This is an optimization exercise on Yosys and OpenROAD, whose aim is small area, not a production implementation.
RTL that was checked went through simulation tests only; none was proved equivalent to the original.
For runs 2 and 3, only the layout was checked, not whether the RTL still works.
Power and IR drop assume default switching activity.

==> flow/design.v <==
module ahb (
            hclk
           ,hresetn
           ,htrans
           ,haddr
           ,hwdata
           ,hready_in
           ,hsel
           ,hwrite
           ,hsize
           ,hresp
           ,hready_out
           ,hrdata
           ,frame_num    
           ,sample_in_frame
           ,com_2_ovl
           ,max_point_fft_core
           ,alpha
           ,quarter
           ,fft_num
           ,fft_stage_number
           ,mel_num
           ,cep_num
           ,trigger
           );
input hclk;                       
input hresetn;                    
input [1:0]htrans;
input [11:0]haddr;
input [31:0]hwdata;
input hready_in;
input hsel;
input hwrite;
input [2:0]hsize;
output [1:0]hresp;
output hready_out;
output [31:0]hrdata; 
output [31:0]frame_num;            
output [31:0]sample_in_frame;      
output [31:0]com_2_ovl;            
output [31:0]max_point_fft_core;   
output [31:0]alpha;                
output [31:0]quarter;              
output [31:0]fft_num;              
output [31:0]fft_stage_number;     
output [31:0]mel_num;              
output [31:0]cep_num;              
output trigger;                    
wire hclk;
wire hresetn;
wire [1:0]htrans;
wire [11:0]haddr;
wire [31:0]hwdata;
wire hready_in;
wire hsel;
wire hwrite;
wire [2:0]hsize;
wire [1:0]hresp;
wire hready_out;
reg [31:0]hrdata; 
reg [31:0]frame_num;
reg [31:0]sample_in_frame;
reg [31:0]com_2_ovl;
reg [31:0]max_point_fft_core;
reg [31:0]alpha;
reg [31:0]quarter;
reg [31:0]fft_num;
reg [31:0]fft_stage_number;
reg [31:0]mel_num;
reg [31:0]cep_num;
reg [31:0]trigger_reg;
wire trigger;
reg wr_frame_num_sel;          
reg wr_sample_in_frame_sel;
reg wr_com_2_ovl_sel;
reg wr_max_point_fft_core_sel;
reg wr_alpha_sel;
reg wr_quarter_sel;
reg wr_fft_num_sel;
reg wr_fft_stage_number_sel;
reg wr_mel_num_sel;
reg wr_cep_num_sel;
reg wr_trigger_sel;
wire rd_frame_num_sel;
wire rd_sample_in_frame_sel;
wire rd_com_2_ovl_sel;
wire rd_max_point_fft_core_sel;
wire rd_alpha_sel;
wire rd_quarter_sel;
wire rd_fft_num_sel;
wire rd_fft_stage_number_sel;
wire rd_mel_num_sel;
wire rd_cep_num_sel;
wire rd_trigger_sel;
wire [31:0]nxt_frame_num;
wire [31:0]nxt_sample_in_frame;
wire [31:0]nxt_com_2_ovl;
wire [31:0]nxt_max_point_fft_core;
wire [31:0]nxt_alpha;
wire [31:0]nxt_quarter;
wire [31:0]nxt_fft_num;
wire [31:0]nxt_fft_stage_number;
wire [31:0]nxt_mel_num;
wire [31:0]nxt_cep_num;
wire [31:0]nxt_trigger_reg;
reg [2:0]temp_hsize;
wire [10:0]rd_sel_reg;
reg [31:0]nxt_hrdata;
wire wr_en;
wire rd_en;
assign wr_en = htrans[1] & hready_in & hsel & hwrite;
assign rd_en = htrans[1] & hready_in & hsel & ~hwrite;
always @(posedge hclk or negedge hresetn) begin
  if (!hresetn) begin
    wr_frame_num_sel <= 1'b0; 
  end
  else begin
    if (wr_en && (haddr[11:0] == 12'h000)) begin      
      wr_frame_num_sel <= 1'b1;
    end
    else begin
      wr_frame_num_sel <= 1'b0;
    end        
  end        
end        
always @(posedge hclk or negedge hresetn) begin
  if (!hresetn) begin
    wr_sample_in_frame_sel <= 1'b0; 
  end
  else begin
    if (wr_en && (haddr[11:0] == 12'h001)) begin      
      wr_sample_in_frame_sel <= 1'b1;
    end
    else begin
      wr_sample_in_frame_sel <= 1'b0;
    end        
  end        
end        
always @(posedge hclk or negedge hresetn) begin
  if (!hresetn) begin
    wr_com_2_ovl_sel <= 1'b0; 
  end
  else begin
    if (wr_en && (haddr[11:0] == 12'h002)) begin      
      wr_com_2_ovl_sel <= 1'b1;
    end
    else begin
      wr_com_2_ovl_sel <= 1'b0;
    end        
  end        
end        
always @(posedge hclk or negedge hresetn) begin
  if (!hresetn) begin
    wr_max_point_fft_core_sel <= 1'b0; 
  end
  else begin
    if (wr_en && (haddr[11:0] == 12'h003)) begin      
      wr_max_point_fft_core_sel <= 1'b1;
    end
    else begin
      wr_max_point_fft_core_sel <= 1'b0;
    end        
  end        
end        
always @(posedge hclk or negedge hresetn) begin
  if (!hresetn) begin
    wr_alpha_sel <= 1'b0; 
  end
  else begin
    if (wr_en && (haddr[11:0] == 12'h004)) begin      
      wr_alpha_sel <= 1'b1;
    end
    else begin
      wr_alpha_sel <= 1'b0;
    end        
  end        
end        
always @(posedge hclk or negedge hresetn) begin
  if (!hresetn) begin
    wr_quarter_sel <= 1'b0; 
  end
  else begin
    if (wr_en && (haddr[11:0] == 12'h005)) begin      
      wr_quarter_sel <= 1'b1;
    end
    else begin
      wr_quarter_sel <= 1'b0;
    end        
  end        
end        
always @(posedge hclk or negedge hresetn) begin
  if (!hresetn) begin
    wr_fft_num_sel <= 1'b0; 
  end
  else begin
    if (wr_en && (haddr[11:0] == 12'h006)) begin      
      wr_fft_num_sel <= 1'b1;
    end
    else begin
      wr_fft_num_sel <= 1'b0;
    end        
  end        
end        
always @(posedge hclk or negedge hresetn) begin
  if (!hresetn) begin
    wr_fft_stage_number_sel <= 1'b0; 
  end
  else begin
    if (wr_en && (haddr[11:0] == 12'h007)) begin      
      wr_fft_stage_number_sel <= 1'b1;
    end
    else begin
      wr_fft_stage_number_sel <= 1'b0;
    end        
  end        
end        
always @(posedge hclk or negedge hresetn) begin
  if (!hresetn) begin
    wr_mel_num_sel <= 1'b0; 
  end
  else begin
    if (wr_en && (haddr[11:0] == 12'h008)) begin      
      wr_mel_num_sel <= 1'b1;
    end
    else begin
      wr_mel_num_sel <= 1'b0;
    end        
  end        
end        
always @(posedge hclk or negedge hresetn) begin
  if (!hresetn) begin
    wr_cep_num_sel <= 1'b0; 
  end
  else begin
    if (wr_en && (haddr[11:0] == 12'h009)) begin      
      wr_cep_num_sel <= 1'b1;
    end
    else begin
      wr_cep_num_sel <= 1'b0;
    end        
  end        
end        
always @(posedge hclk or negedge hresetn) begin
  if (!hresetn) begin
    wr_trigger_sel <= 1'b0; 
  end
  else begin
    if (wr_en && (haddr[11:0] == 12'h00a)) begin      
      wr_trigger_sel <= 1'b1;
    end
    else begin
      wr_trigger_sel <= 1'b0;
    end        
  end        
end        
assign rd_frame_num_sel =          (rd_en & (haddr[11:0] == 12'h000))? 1'b1:1'b0;
assign rd_sample_in_frame_sel =    (rd_en & (haddr[11:0] == 12'h001))? 1'b1:1'b0;
assign rd_com_2_ovl_sel =          (rd_en & (haddr[11:0] == 12'h002))? 1'b1:1'b0;
assign rd_max_point_fft_core_sel = (rd_en & (haddr[11:0] == 12'h003))? 1'b1:1'b0;
assign rd_alpha_sel =              (rd_en & (haddr[11:0] == 12'h004))? 1'b1:1'b0;
assign rd_quarter_sel =            (rd_en & (haddr[11:0] == 12'h005))? 1'b1:1'b0;
assign rd_fft_num_sel =            (rd_en & (haddr[11:0] == 12'h006))? 1'b1:1'b0;
assign rd_fft_stage_number_sel =   (rd_en & (haddr[11:0] == 12'h007))? 1'b1:1'b0;
assign rd_mel_num_sel =            (rd_en & (haddr[11:0] == 12'h008))? 1'b1:1'b0;
assign rd_cep_num_sel =            (rd_en & (haddr[11:0] == 12'h009))? 1'b1:1'b0;
assign rd_trigger_sel =            (rd_en & (haddr[11:0] == 12'h00a))? 1'b1:1'b0;
always @(posedge hclk or negedge hresetn) begin
  if (!hresetn) begin
    temp_hsize <= 3'b0; 
  end
  else begin
    temp_hsize <= hsize; 
  end
end        
assign nxt_frame_num =          (wr_frame_num_sel &          (temp_hsize == 2'h2))? hwdata[31:0]:frame_num;
assign nxt_sample_in_frame =    (wr_sample_in_frame_sel &    (temp_hsize == 2'h2))? hwdata[31:0]:sample_in_frame;
assign nxt_com_2_ovl =          (wr_com_2_ovl_sel &          (temp_hsize == 2'h2))? hwdata[31:0]:com_2_ovl;
assign nxt_max_point_fft_core = (wr_max_point_fft_core_sel & (temp_hsize == 2'h2))? hwdata[31:0]:max_point_fft_core;
assign nxt_alpha =              (wr_alpha_sel &              (temp_hsize == 2'h2))? hwdata[31:0]:alpha;
assign nxt_quarter =            (wr_quarter_sel &            (temp_hsize == 2'h2))? hwdata[31:0]:quarter;
assign nxt_fft_num =            (wr_fft_num_sel &            (temp_hsize == 2'h2))? hwdata[31:0]:fft_num;
assign nxt_fft_stage_number =   (wr_fft_stage_number_sel &   (temp_hsize == 2'h2))? hwdata[31:0]:fft_stage_number;
assign nxt_mel_num =            (wr_mel_num_sel &            (temp_hsize == 2'h2))? hwdata[31:0]:mel_num;
assign nxt_cep_num =            (wr_cep_num_sel &            (temp_hsize == 2'h2))? hwdata[31:0]:cep_num;
assign nxt_trigger_reg =        (wr_trigger_sel &            (temp_hsize == 2'h2))? {31'b0,hwdata[0]}:trigger_reg;
always @(posedge hclk or negedge hresetn) begin
  if (!hresetn) begin
    frame_num <= 32'b0; 
  end
  else begin
    frame_num <= nxt_frame_num;
  end        
end        
always @(posedge hclk or negedge hresetn) begin
  if (!hresetn) begin
    sample_in_frame <= 32'b0; 
  end
  else begin
    sample_in_frame <= nxt_sample_in_frame;
  end        
end        
always @(posedge hclk or negedge hresetn) begin
  if (!hresetn) begin
    com_2_ovl <= 32'b0; 
  end
  else begin
    com_2_ovl <= nxt_com_2_ovl;
  end        
end        
always @(posedge hclk or negedge hresetn) begin
  if (!hresetn) begin
    max_point_fft_core <= 32'b0; 
  end
  else begin
    max_point_fft_core <= nxt_max_point_fft_core;
  end        
end        
always @(posedge hclk or negedge hresetn) begin
  if (!hresetn) begin
    alpha <= 32'b0; 
  end
  else begin
    alpha <= nxt_alpha;
  end        
end        
always @(posedge hclk or negedge hresetn) begin
  if (!hresetn) begin
    quarter <= 32'b0; 
  end
  else begin
    quarter <= nxt_quarter;
  end        
end        
always @(posedge hclk or negedge hresetn) begin
  if (!hresetn) begin
    fft_num <= 32'b0; 
  end
  else begin
    fft_num <= nxt_fft_num;
  end        
end        
always @(posedge hclk or negedge hresetn) begin
  if (!hresetn) begin
    fft_stage_number <= 32'b0; 
  end
  else begin
    fft_stage_number <= nxt_fft_stage_number;
  end        
end        
always @(posedge hclk or negedge hresetn) begin
  if (!hresetn) begin
    mel_num <= 32'b0; 
  end
  else begin
    mel_num <= nxt_mel_num;
  end        
end        
always @(posedge hclk or negedge hresetn) begin
  if (!hresetn) begin
    cep_num <= 32'b0; 
  end
  else begin
    cep_num <= nxt_cep_num;
  end        
end        
always @(posedge hclk or negedge hresetn) begin
  if (!hresetn) begin
    trigger_reg <= 32'b0; 
  end
  else begin
    trigger_reg <= nxt_trigger_reg;
  end        
end        
assign trigger = trigger_reg[0];
assign rd_sel_reg = {rd_trigger_sel,rd_cep_num_sel,rd_mel_num_sel,rd_fft_stage_number_sel,rd_fft_num_sel,rd_quarter_sel,rd_alpha_sel,rd_max_point_fft_core_sel,rd_com_2_ovl_sel,rd_sample_in_frame_sel,rd_frame_num_sel}; 
always @(rd_sel_reg or nxt_frame_num or nxt_sample_in_frame or nxt_com_2_ovl or nxt_max_point_fft_core or nxt_alpha or nxt_quarter or nxt_fft_num or nxt_fft_stage_number or nxt_mel_num or nxt_cep_num or nxt_trigger_reg) begin
  case (rd_sel_reg)
    11'b000_0000_0001: nxt_hrdata = nxt_frame_num;
    11'b000_0000_0010: nxt_hrdata = nxt_sample_in_frame;
    11'b000_0000_0100: nxt_hrdata = nxt_com_2_ovl;
    11'b000_0000_1000: nxt_hrdata = nxt_max_point_fft_core;
    11'b000_0001_0000: nxt_hrdata = nxt_alpha;
    11'b000_0010_0000: nxt_hrdata = nxt_quarter;
    11'b000_0100_0000: nxt_hrdata = nxt_fft_num;
    11'b000_1000_0000: nxt_hrdata = nxt_fft_stage_number;
    11'b001_0000_0000: nxt_hrdata = nxt_mel_num;
    11'b010_0000_0000: nxt_hrdata = nxt_cep_num;
    11'b100_0000_0000: nxt_hrdata = {31'b0, nxt_trigger_reg[0]};
    default:           nxt_hrdata = 32'b0;
  endcase        
end        
always @(posedge hclk or negedge hresetn) begin
  if (!hresetn) begin
    hrdata <= 32'b0; 
  end
  else begin
    hrdata <= nxt_hrdata;
  end        
end        
assign hresp = 2'b0;
assign hready_out = 1'b1;
endmodule
==> flow/run.sh <==
#!/bin/bash
# synth_recipe.tcl (not shown) runs the flow's synth.tcl, then flattens the netlist and writes it again
# the make line also repeats each setting of config.mk as NAME=value (left out here)
make -C /OpenROAD-flow-scripts/flow DESIGN_CONFIG=/design/flow/config.mk WORK_HOME=/design/flow/orfs CLKGATE_MAP_FILE= SYNTH_SCRIPT=/design/flow/synth_recipe.tcl finish
==> flow/config.mk <==
export PLATFORM = sky130hd
export DESIGN_NAME = ahb
export DESIGN_NICKNAME = ahb
export VERILOG_FILES = /design/flow/design.v
export SDC_FILE = /design/flow/constraint.sdc
export NUM_CORES = 4
export LEC_CHECK = 0
export CAP_MARGIN = 20
export CORE_MARGIN = 2
export CORE_UTILIZATION = 40
export SLEW_MARGIN = 20
==> flow/constraint.sdc <==
create_clock -name core_clock -period 10.0 [get_ports {hclk}]
set_input_delay 2.0000 -clock core_clock [delete_from_list [all_inputs] [get_ports {hclk}]]
set_output_delay 2.0000 -clock core_clock [all_outputs]
set_load 0.01 [all_outputs]
==> results.yml, run 1 <==
run_status:
  status: "no timing/DRC/antenna violations"
sta:
  slew_violations: 0
  rsz0062_at_grt: "false"
  finalSetupViolations: 0
  finalSetupTns_ns: 0
  fin_crit_sh: 0.438
  whs_ns: 0.517
  min_period_ns: 4.38
  clock_skew_ns: 0.0144
  hold_viol: 0
  worst_pin_slew_ns: 1.16
  max_freq_mhz: 229
  relSlewSlack: 0.225
logic_synthesis:
  yosysMostFrequentCell: "dfrtp_1"
  avgSynthCellArea_um2: 14.4
  synth_xor_area_frac: 0
  synth_compound_area_frac: 0.0945
  syn_inst: 1100
  synth_area_leaders: "dfrtp_1 58%, mux2_2 19%, a22o_1 4.6%"
  yosys-top-cells-count: "367 x dfrtp_1, 274 x mux2_2, 83 x a22o_1, 56 x a2111o_1, 51 x and2_1"
  synth_top_area_frac: 0.579
  synthArstFlopShare: 1.00
  ys_warn_count: 1
  netlist-cell-type-count: 36
  seq_area_frac_synth: 0.579
  synth.area.mux_share: 0.230
  synth_fa_ha_area_frac: 0
  synth-main-ff-cell: "dfrtp_1"
  yosysTopAreaCell: "dfrtp_1"
  synth_edf_count: 0
  synth-seq-cells: 367
  synth_top_family_by_area: "multiplexers"
  synthSimpleGateAreaFrac: 0.0582
  syn_area_um2: 15900
clock_tree:
  clkSinkCount: 367
  postCtsHoldBufs: 0
  cts-buffers-inserted: 41
  cts_tree: "built"
  htreeDepth: 2
  clock_latency_ns: 0.56
  ctsResizeCount: 0
  cts.path.max_buffers: 3
  clk_pin_slew_ns: 0.06
  cts-root-buf: "clkbuf_16"
  postCtsSetupBuffers: 0
worst_setup_path:
  worst_path_most_repeated_cell: "a2111o_1"
  start_kind: "primary input"
  path_buf_inv: 2
  crit_chain: "clkdlybuf4s50_1 > nor4bb_1 > and4_2 > buf_4 > a22o_1 > a2111o_1 > a2111o_1"
  worstPathRequired_ns: 10.42
  arrival_ns: 4.80
  slowest_delay_ns: 0.67
  crit_slowest_cell: "clkdlybuf4s50_1"
  end_kind: "register"
  critPathMaxFanout: 15
  crit_family: "compound AO/OA/AOI/OAI gates"
  crit_type: "in2reg"
power:
  p_int_w: 0.00241
  ir_drop_mv: 0.111
  p_comb_frac: 0.026
  seqPwrFrac: 0.483
  total_leakage_power_nw: 10.4
  switching_share: 0.218
  switchingPower_w: 0.000672
  pwr_density_cell_nw_per_um2: 143
  pwr-share-clk: 0.491
place:
  routabilityCongestion: 0.835
  dp_hpwl_um: 35400
  numPortBuffers: 405
cells_and_area:
  fillerInstances: 3340
  antenna_cells: 0
  area_growth_pct: 36.1
  drive_gt1_frac: 0.261
  nets: 1528
detailed_routing:
  met3_length_um: 4360
  drt_iter0_drc: 521
  dr.pass1.iters: 5
  drtAntennaViolNets: 0
  drcViolationCount: 0
  dr.max_layer_used: "met4"
  wl_per_cell_um: 27.8
  wl_met1_um: 24300
  num_vias: 11200
  totalWireLength_um: 56100
  via_per_inst: 5.55
  wl_met2_um: 26100
global_route:
  antenna_found_initial: 0
  overflow: 0
  grt.total_usage: 0.269
  grt_pass1_vias: 11900
  grt_max_degree: 115
  grt_pass1_wl_um: 81000
die:
  die_w_um: 203
  rows: 72
  start_util: 0.408
  design.core.area_um2: 38900
  die_height_um: 203
  io_pins: 410
  dieArea_um2: 41300
hold_path:
  min_path_type: "reg2reg"
job:
  maxCapViolCount: 0
[stage by stage]
step           worst slack, ns  utilization  total power [W]  instance area [um2]  cells
2_1_floorplan             6.07            -          0.00153                15900   1101
3_3_place_gp              5.13        0.520          0.00159                20200   1948
3_5_place_dp              5.11        0.520          0.00160                20200   1948
5_1_grt                   5.53        0.555          0.00317                21600   2022
4_1_cts                   5.69        0.554          0.00311                21600   2021
6_report                  5.62        0.555          0.00308                21600   2022
[worst paths after layout]
check	startpoint	to	slack (ns)	cells after the start
max	haddr[3]	hrdata[26]	5.62	7
min	quarter[1]	quarter[1]	0.52	2
max reg2reg	temp_hsize[2]	hrdata[13]	6.65	6
min reg2reg	quarter[1]	quarter[1]	0.52	2
max in group asynchronous	hresetn	fft_stage_number[5]	6.45	3
min in group asynchronous	hresetn	hrdata[21]	1.46	1
[cell families after synthesis]
kind of cell | Yosys count
AOI/OAI and AO/OA | 159
buffers and inverters | 119
DFF | 367
muxes | 321
other | 2
and+or+nand+nor | 132
[placed cells by master, fill, tap and decap left out, types with 17 or more instances in the layout]
cell type / count
clkdlybuf4s50_1: 404
dfrtp_1: 367
mux2_2: 274
a22o_1: 83
a2111o_1: 56
and2_1: 51
clkbuf_16: 43
mux2i_1: 26
inv_1: 26
mux2_4: 17
buf_4: 17
[metal layers]
layer	up-vias	GRT usage
met3	85	0.0802
met2	393	0.428
li1	4825	-
met5	-	0
met4	0	0.0722
met1	5927	0.360
[final cells by class]
class / count / area, um2 / share of cell area
well taps: 518 / 648 / 0.0300
repair buffers: 423 / 4210 / 0.195
inverters: 26 / 97.6 / 0.00452
flip-flops and latches: 367 / 9180 / 0.426
clock inverters: 9 / 98.8 / 0.00458
clock buffers: 64 / 1230 / 0.0572
multi-input cells: 615 / 6110 / 0.283
[power groups by stage]
| stage | combinational, W | clock [W] | sequential [W] |
|---|---|---|---|
| 2_1_floorplan | 0.0000136 | 0 | 0.00151 |
| 3_3_place_gp | 0.0000804 | 0 | 0.00151 |
| 3_5_place_dp | 0.0000812 | 0 | 0.00151 |
| 4_1_cts | 0.0000812 | 0.00155 | 0.00149 |
| 5_1_grt | 0.0000900 | 0.00160 | 0.00149 |
| 6_report | 0.0000813 | 0.00151 | 0.00149 |
[tightest hold or removal path, cell delays in order (launching register included)]
cell and delay [ns]:
dfrtp_1 0.34, mux2i_1 0.08, inv_1 0.06
==> run 2: changes to the inputs <==
==> flow/design.v (replaced) <==
module ahb (
            hclk
           ,hresetn
           ,htrans
           ,haddr
           ,hwdata
           ,hready_in
           ,hsel
           ,hwrite
           ,hsize
           ,hresp
           ,hready_out
           ,hrdata
           ,frame_num
           ,sample_in_frame
           ,com_2_ovl
           ,max_point_fft_core
           ,alpha
           ,quarter
           ,fft_num
           ,fft_stage_number
           ,mel_num
           ,cep_num
           ,trigger
           );
input hclk;                       
input hresetn;                    
input [1:0]htrans;
input [11:0]haddr;
input [31:0]hwdata;
input hready_in;
input hsel;
input hwrite;
input [2:0]hsize;
output [1:0]hresp;
output hready_out;
output [31:0]hrdata;
output [31:0]frame_num;            
output [31:0]sample_in_frame;      
output [31:0]com_2_ovl;            
output [31:0]max_point_fft_core;   
output [31:0]alpha;                
output [31:0]quarter;              
output [31:0]fft_num;              
output [31:0]fft_stage_number;     
output [31:0]mel_num;              
output [31:0]cep_num;              
output trigger;                    
reg [31:0]hrdata;
reg [31:0]frame_num;
reg [31:0]sample_in_frame;
reg [31:0]com_2_ovl;
reg [31:0]max_point_fft_core;
reg [31:0]alpha;
reg [31:0]quarter;
reg [31:0]fft_num;
reg [31:0]fft_stage_number;
reg [31:0]mel_num;
reg [31:0]cep_num;
reg trigger;
reg [3:0]addr_q;
reg wr_q;
wire xfer = htrans[1] & hready_in & hsel;
always @(posedge hclk) begin
  addr_q <= haddr[3:0] | {4{|haddr[11:4]}};
end
always @(posedge hclk or negedge hresetn) begin
  if (!hresetn) wr_q <= 1'b0;
  else          wr_q <= xfer & hwrite & (hsize == 3'b010);
end
wire we0  = wr_q & (addr_q == 4'h0);
wire we1  = wr_q & (addr_q == 4'h1);
wire we2  = wr_q & (addr_q == 4'h2);
wire we3  = wr_q & (addr_q == 4'h3);
wire we4  = wr_q & (addr_q == 4'h4);
wire we5  = wr_q & (addr_q == 4'h5);
wire we6  = wr_q & (addr_q == 4'h6);
wire we7  = wr_q & (addr_q == 4'h7);
wire we8  = wr_q & (addr_q == 4'h8);
wire we9  = wr_q & (addr_q == 4'h9);
wire we10 = wr_q & (addr_q == 4'ha);
always @(posedge hclk or negedge hresetn) begin
  if (!hresetn) begin
    frame_num          <= 32'b0;
    sample_in_frame    <= 32'b0;
    com_2_ovl          <= 32'b0;
    max_point_fft_core <= 32'b0;
    alpha              <= 32'b0;
    quarter            <= 32'b0;
    fft_num            <= 32'b0;
    fft_stage_number   <= 32'b0;
    mel_num            <= 32'b0;
    cep_num            <= 32'b0;
    trigger            <= 1'b0;
  end
  else begin
    if (we0)  frame_num          <= hwdata;
    if (we1)  sample_in_frame    <= hwdata;
    if (we2)  com_2_ovl          <= hwdata;
    if (we3)  max_point_fft_core <= hwdata;
    if (we4)  alpha              <= hwdata;
    if (we5)  quarter            <= hwdata;
    if (we6)  fft_num            <= hwdata;
    if (we7)  fft_stage_number   <= hwdata;
    if (we8)  mel_num            <= hwdata;
    if (we9)  cep_num            <= hwdata;
    if (we10) trigger            <= hwdata[0];
  end
end
always @(*) begin
  case (addr_q)
    4'h0:    hrdata = frame_num;
    4'h1:    hrdata = sample_in_frame;
    4'h2:    hrdata = com_2_ovl;
    4'h3:    hrdata = max_point_fft_core;
    4'h4:    hrdata = alpha;
    4'h5:    hrdata = quarter;
    4'h6:    hrdata = fft_num;
    4'h7:    hrdata = fft_stage_number;
    4'h8:    hrdata = mel_num;
    4'h9:    hrdata = cep_num;
    4'ha:    hrdata = {31'b0, trigger};
    default: hrdata = 32'b0;
  endcase
end
assign hresp = 2'b0;
assign hready_out = 1'b1;
endmodule
==> flow/flow/run.sh (new file) <==
#!/bin/bash
# Standard ORFS layout, but the port buffers are the smallest buffer
# (sky130_fd_sc_hd__buf_1) instead of the one buffer_ports picks itself.
set -euo pipefail
bash standard.sh 'BUFFER_PORTS_ARGS=-buffer_cell sky130_fd_sc_hd__buf_1' finish > make_finish.log 2>&1
==> flow/standard.sh (new file) <==
#!/bin/bash
# synth_recipe.tcl (not shown) runs the flow's synth.tcl, then flattens the netlist and writes it again
# the make line also repeats each setting of config.mk as NAME=value (left out here)
make -C /OpenROAD-flow-scripts/flow DESIGN_CONFIG=/design/flow/config.mk WORK_HOME=/design/flow/orfs CLKGATE_MAP_FILE= SYNTH_SCRIPT=/design/flow/synth_recipe.tcl "${@:-finish}"
removed: flow/run.sh
==> results.yml, run 2 <==
logic_synthesis:
  seq_area_frac_synth: 0.550
  syn_area_um2: 14800
  synthArstFlopShare: 0.988
  yosys-top-cells-count: "322 x dfrtp_1, 322 x mux2_2, 81 x a22oi_1, 55 x buf_2, 35 x buf_1"
  avgSynthCellArea_um2: 13.3
  netlist-cell-type-count: 49
  synth_area_leaders: "dfrtp_1 54%, mux2_2 24%, a22oi_1 4.1%"
  synth_top_area_frac: 0.544
  yosysTopAreaCell: "dfrtp_1"
  synth-seq-cells: 326
  synth_edf_count: 0
  syn_inst: 1113
  synth-main-ff-cell: "dfrtp_1"
  ys_warn_count: 1
clock_tree:
  htreeDepth: 2
  cts-buffers-inserted: 37
  cts.path.max_buffers: 3
  clock_latency_ns: 0.55
  postCtsHoldBufs: 0
  ctsResizeCount: 0
  cts-root-buf: "clkbuf_16"
  postCtsSetupBuffers: 0
  clk_pin_slew_ns: 0.06
  cts_tree: "built"
  clkSinkCount: 326
power:
  total_leakage_power_nw: 7.95
  switching_share: 0.234
  p_comb_frac: 0.043
  p_int_w: 0.00220
  switchingPower_w: 0.000670
  seqPwrFrac: 0.476
  power_w: 0.00287
  pwr-share-clk: 0.481
  pwr_density_cell_nw_per_um2: 160
  ir_drop_mv: 0.130
place:
  postPlaceCellArea_um2: 16700
  dpl_worst_slack_ns: 4.84
  numPortBuffers: 405
  dp_hpwl_um: 36900
  routabilityCongestion: 0.815
cells_and_area:
  drive_gt1_frac: 0.295
  area_growth_pct: 21.1
  layout_common_cells: "404 x buf_1, 322 x mux2_2, 322 x dfrtp_1, 81 x a22oi_1, 39 x clkbuf_16"
  utilization: 0.491
  antenna_cells: 0
  nets: 1523
  final_area_um2: 17900
  fillerInstances: 3382
  final_common_cell: "buf_1"
die:
  design.core.area_um2: 36500
  io_pins: 410
  die_w_um: 196
  die_height_um: 196
  start_util: 0.405
  rows: 70
  dieArea_um2: 38600
global_route:
  grt_pass1_vias: 11500
  overflow: 0
  grt_max_degree: 81
  grt.total_usage: 0.288
  antenna_found_initial: 0
  grt_pass1_wl_um: 80100
detailed_routing:
  drtAntennaViolNets: 0
  num_vias: 11300
  wl_per_cell_um: 28.8
  via_per_inst: 5.76
  totalWireLength_um: 56500
  drcViolationCount: 0
  dr.pass1.iters: 5
  drt_iter0_drc: 690
run_status:
  status: "no timing/DRC/antenna violations"
sta:
  hold_viol: 0
  slew_violations: 0
  rsz0062_at_grt: "false"
  min_period_ns: 5.78
  setup_slack_ns: 4.22
  finalSetupViolations: 0
  worst_pin_slew_ns: 1.13
  relSlewSlack: 0.248
  fin_crit_sh: 0.578
  max_freq_mhz: 173
  finalSetupTns_ns: 0
  clock_skew_ns: 0.0122
worst_setup_path:
  worstPathRequired_ns: 8.00
  arrival_ns: 3.78
  start_kind: "register"
  crit_type: "reg2out"
  end_kind: "output pin"
  critPathMaxFanout: 36
job:
  maxCapViolCount: 0
hold_path:
  min_path_type: "reg2reg"
-- run 2: cell count changes after synthesis, sizes merged, moves of 24 or more --
cell / before / now
a2111o: 56 / 2
a22o: 83 / 7
a22oi: 1 / 81
and2: 54 / 4
buf: 50 / 97
clkbuf: 43 / 17
dfrtp: 367 / 322
inv: 26 / 2
mux2: 295 / 340
-- run 2: cells by family (layout without fill, tap and decap cells) --
| family | count (synthesis) | count (layout) | synth area share |
|---|---|---|---|
| simple gates | 98 | 98 | 0.0359 |
| mux | 365 | 365 | 0.276 |
| buf+inv | 116 | 499 | 0.0358 |
| flops | 326 | 326 | 0.550 |
| other cells | 2 | 3 | 0.000507 |
| compound gates | 206 | 206 | 0.103 |
-- run 2: worst paths after layout --
check	endpoint	startpoint	slack (ns)	cells after the start
worst max-delay path	hrdata[28]	addr_q[2]	4.22	6
worst min-delay path	max_point_fft_core[6]	max_point_fft_core[6]	0.52	1
worst max register to register	alpha[29]	addr_q[2]	6.06	6
worst min register to register	max_point_fft_core[6]	max_point_fft_core[6]	0.52	1
max in group asynchronous	frame_num[20]	hresetn	6.37	3
min in group asynchronous	frame_num[25]	hresetn	1.41	1
-- run 2: layout make-up --
class | instances | area, um2 | area share
multi-input cells | 672 | 6230 | 0.348
clock inverters | 11 | 92.6 | 0.00517
well taps | 468 | 586 | 0.0327
flip-flops and latches | 326 | 8150 | 0.455
repair buffers | 430 | 1720 | 0.0957
clock buffers | 56 | 1140 | 0.0636
inverters | 2 | 7.51 | 0.000419
-- run 2: worst max-delay path, stage by stage (launching register included) --
cell and delay (ns):
dfxtp_4 0.63, buf_4 0.57, or2_2 0.58, nor2_1 0.40
a221oi_1 0.60, o221ai_1 0.23, buf_1 0.20
-- run 2: metal layers --
layer | part of all wire | global-route usage | up-vias
met2 | 0.47 | 0.464 | 467
met1 | 0.42 | 0.377 | 5898
met3 | 0.070 | 0.0631 | 105
met4 | 0.038 | 0.120 | 0
met5 | 0 | 0 | -
li1 | - | - | 4846
-- run 2: power by group through the flow --
stage / Clock, W / Combinational, W / Sequential [W]
6_report: 0.00138 / 0.000123 / 0.00137
2_1_floorplan: 0 / 0.0000430 / 0.00140
4_1_cts: 0.00141 / 0.000125 / 0.00137
3_5_place_dp: 0 / 0.000125 / 0.00139
5_1_grt: 0.00145 / 0.000136 / 0.00137
3_3_place_gp: 0 / 0.000123 / 0.00139
-- run 2: metrics by stage --
stage,hold WS [ns],std cells
after global placement,0.499,1898
after detailed placement,0.505,1898
after global routing,0.536,1965
final,0.519,1965
after floorplan,0.549,1114
after CTS,0.518,1965
==> run 3: changes to the inputs <==
==> flow/run.sh (new file) <==
#!/bin/bash
# synth_recipe.tcl (not shown) runs the flow's synth.tcl, then flattens the netlist and writes it again
# the make line also repeats each setting of config.mk as NAME=value (left out here)
make -C /OpenROAD-flow-scripts/flow DESIGN_CONFIG=/design/flow/config.mk WORK_HOME=/design/flow/orfs CLKGATE_MAP_FILE= SYNTH_SCRIPT=/design/flow/synth_recipe.tcl finish
removed: flow/flow/run.sh
removed: flow/standard.sh
==> results.yml, run 3 <==
sta:
  hold_viol: 0
  slew_violations: 0
  clock_skew_ns: 0.0125
  fin_crit_sh: 0.606
  finalSetupTns_ns: 0
  relSlewSlack: 0.214
  setup_slack_ns: 3.94
  min_period_ns: 6.06
  rsz0062_at_grt: "false"
  finalSetupViolations: 0
  whs_ns: 0.518
  worst_pin_slew_ns: 1.18
  max_freq_mhz: 165
clock_tree:
  cts_tree: "built"
  postCtsHoldBufs: 0
  cts.path.max_buffers: 3
  clock_latency_ns: 0.52
  ctsResizeCount: 0
  cts-root-buf: "clkbuf_16"
  cts-buffers-inserted: 38
  htreeDepth: 2
  postCtsSetupBuffers: 0
  clkSinkCount: 326
  clk_pin_slew_ns: 0.06
worst_setup_path:
  crit_chain: "buf_4 > and3b_1 > and2_1 > a211o_1 > clkdlybuf4s50_1"
  slowest_delay_ns: 0.96
  crit_type: "reg2out"
  crit_family: "simple AND/OR/NAND/NOR gates"
  critPathMaxFanout: 54
  end_kind: "output pin"
  worstPathRequired_ns: 8.00
  start_kind: "register"
  crit_slowest_cell: "and3b_1"
  path_buf_inv: 2
  arrival_ns: 4.06
logic_synthesis:
  netlist-cell-type-count: 49
  synth_edf_count: 0
  ys_warn_count: 1
  seq_area_frac_synth: 0.550
  avgSynthCellArea_um2: 13.3
  synth-seq-cells: 326
  synth-main-ff-cell: "dfrtp_1"
  synthArstFlopShare: 0.988
  syn_inst: 1113
  synth_area_leaders: "dfrtp_1 54%, mux2_2 24%, a22oi_1 4.1%"
  yosysTopAreaCell: "dfrtp_1"
  yosys-top-cells-count: "322 x dfrtp_1, 322 x mux2_2, 81 x a22oi_1, 55 x buf_2, 35 x buf_1"
  synth_top_area_frac: 0.544
  syn_area_um2: 14800
cells_and_area:
  seqCellArea_um2: 8150
  nets: 1521
  layout_common_cells: "404 x clkdlybuf4s50_1, 322 x mux2_2, 322 x dfrtp_1, 81 x a22oi_1, 41 x clkbuf_16"
  fillerInstances: 3092
  final_area_um2: 20500
  drive_gt1_frac: 0.292
  area_growth_pct: 38.7
  antenna_cells: 0
  final_common_cell: "clkdlybuf4s50_1"
  multi_input_area_um2: 6240
die:
  start_util: 0.405
  io_pins: 410
  rows: 70
  die_w_um: 196
  die_height_um: 196
  dieArea_um2: 38600
  design.core.area_um2: 36500
global_route:
  overflow: 0
  grt.total_usage: 0.293
  grt_pass1_wl_um: 82200
  antenna_found_initial: 0
  grt_pass1_vias: 11600
  grt_max_degree: 143
place:
  postPlaceCellArea_um2: 19200
  routabilityCongestion: 0.805
  dpl_worst_slack_ns: 4.58
  numPortBuffers: 405
  dp_hpwl_um: 37800
power:
  seqPwrFrac: 0.462
  pwr_density_cell_nw_per_um2: 144
  p_int_w: 0.00231
  ir_drop_mv: 0.107
  total_leakage_power_nw: 8.96
  pwr-share-clk: 0.480
  switching_share: 0.219
  p_comb_frac: 0.058
  power_w: 0.00296
  switchingPower_w: 0.000649
detailed_routing:
  via_per_inst: 5.77
  totalWireLength_um: 57200
  wl_per_cell_um: 29.2
  drt_iter0_drc: 595
  dr.pass1.iters: 5
  num_vias: 11300
  drcViolationCount: 0
  drtAntennaViolNets: 0
hold_path:
  min_path_type: "reg2reg"
job:
  maxCapViolCount: 0
run_status:
  status: "no timing/DRC/antenna violations"
## run 3: cell counts after synthesis
No cell type changed its count.
## run 3: kinds of logic (layout without fill, tap and decap cells)
logic type      count (synthesis)  count (layout)  share of synthesized area
other cells                     2               3                   0.000507
buf+inv                       116             494                     0.0358
simple gates                   98              98                     0.0359
mux                           365             365                      0.276
flops                         326             326                      0.550
compound gates                206             206                      0.103
## run 3: cell type report
type / instances / area share
inverter: 2 / 0.000366
sequential: 326 / 0.397
multi-input combinational: 672 / 0.304
tap: 468 / 0.0285
clock inverter: 4 / 0.00341
clock buffer: 61 / 0.0595
timing repair buffer: 427 / 0.208
## run 3: metal layers
| layer | vias up | part of all wire | global-route usage |
|---|---|---|---|
| met2 | 437 | 0.47 | 0.472 |
| met3 | 99 | 0.083 | 0.0825 |
| met5 | - | 0 | 0 |
| li1 | 4855 | - | - |
| met1 | 5926 | 0.41 | 0.384 |
| met4 | 0 | 0.032 | 0.0965 |
## run 3: path summary, 6_finish.rpt
check                              startpoint                  to  slack [ns]  cells after the start
setup / recovery                    addr_q[0]          hrdata[29]        3.94                      5
hold / removal             sample_in_frame[7]  sample_in_frame[7]        0.52                      1
setup reg to reg                    addr_q[2]           alpha[14]        5.87                      7
hold reg to reg            sample_in_frame[7]  sample_in_frame[7]        0.52                      1
max in group asynchronous             hresetn         mel_num[11]        7.05                      2
min in group asynchronous             hresetn         quarter[27]        1.54                      1
## run 3: metrics by stage
step / std cells / util
after floorplan: 1114 / -
after global placement: 1894 / 0.526
after detailed placement: 1895 / 0.527
after CTS: 1960 / 0.562
after global routing: 1960 / 0.562
final: 1960 / 0.562
## run 3: power groups by stage
stage	clock network [W]	registers, W	logic (W)
after floorplan	0	0.00140	0.0000430
after global placement	0	0.00139	0.000172
after detailed placement	0	0.00139	0.000173
after CTS	0.00145	0.00137	0.000174
after global routing	0.00150	0.00137	0.000185
final	0.00142	0.00137	0.000172
## run 3: worst reg2reg max path: stages (launching register included)
cell	delay [ns]
dfxtp_4	0.78
buf_4	0.52
nor2b_4	0.68
buf_16	0.25
nand2_1	0.25
nor2_4	0.66
buf_4	0.49
mux2_2	0.40

[afterwards: timing with drivers on the ports]
No port has a modelled driver above. Below, the same layouts with a new extraction and two added sets of constraints.
Step 1 assumes that a clkbuf_16 drives the clock port and a buf_2 every other input.
Step 2 adds t to the input delays and takes it off the output delays; t is the mean of the earliest and latest rising clock arrival at the registers after step 1. Input paths then give back, and output paths get back, about the clock's delay inside the block.
Slacks: ideal / step 1 / step 2; pairs: ideal / step 1.
run	t (ns)	setup slack, ns	latest minus earliest clock arrival (ns)	worst register clock-pin slew, ns
run 1	0.607	5.625 / 5.650 / 5.043	0.019 / 0.019	0.06 / 0.06
run 2	0.596	4.225 / 4.174 / 4.770	0.016 / 0.016	0.06 / 0.06
run 3	0.567	3.936 / 3.886 / 4.452	0.013 / 0.013	0.06 / 0.06
After both steps every run listed still meets setup and hold. For run 1, which loses most, drivers alone change the setup slack by +0.025 ns; drivers and shift together by -0.582 ns.
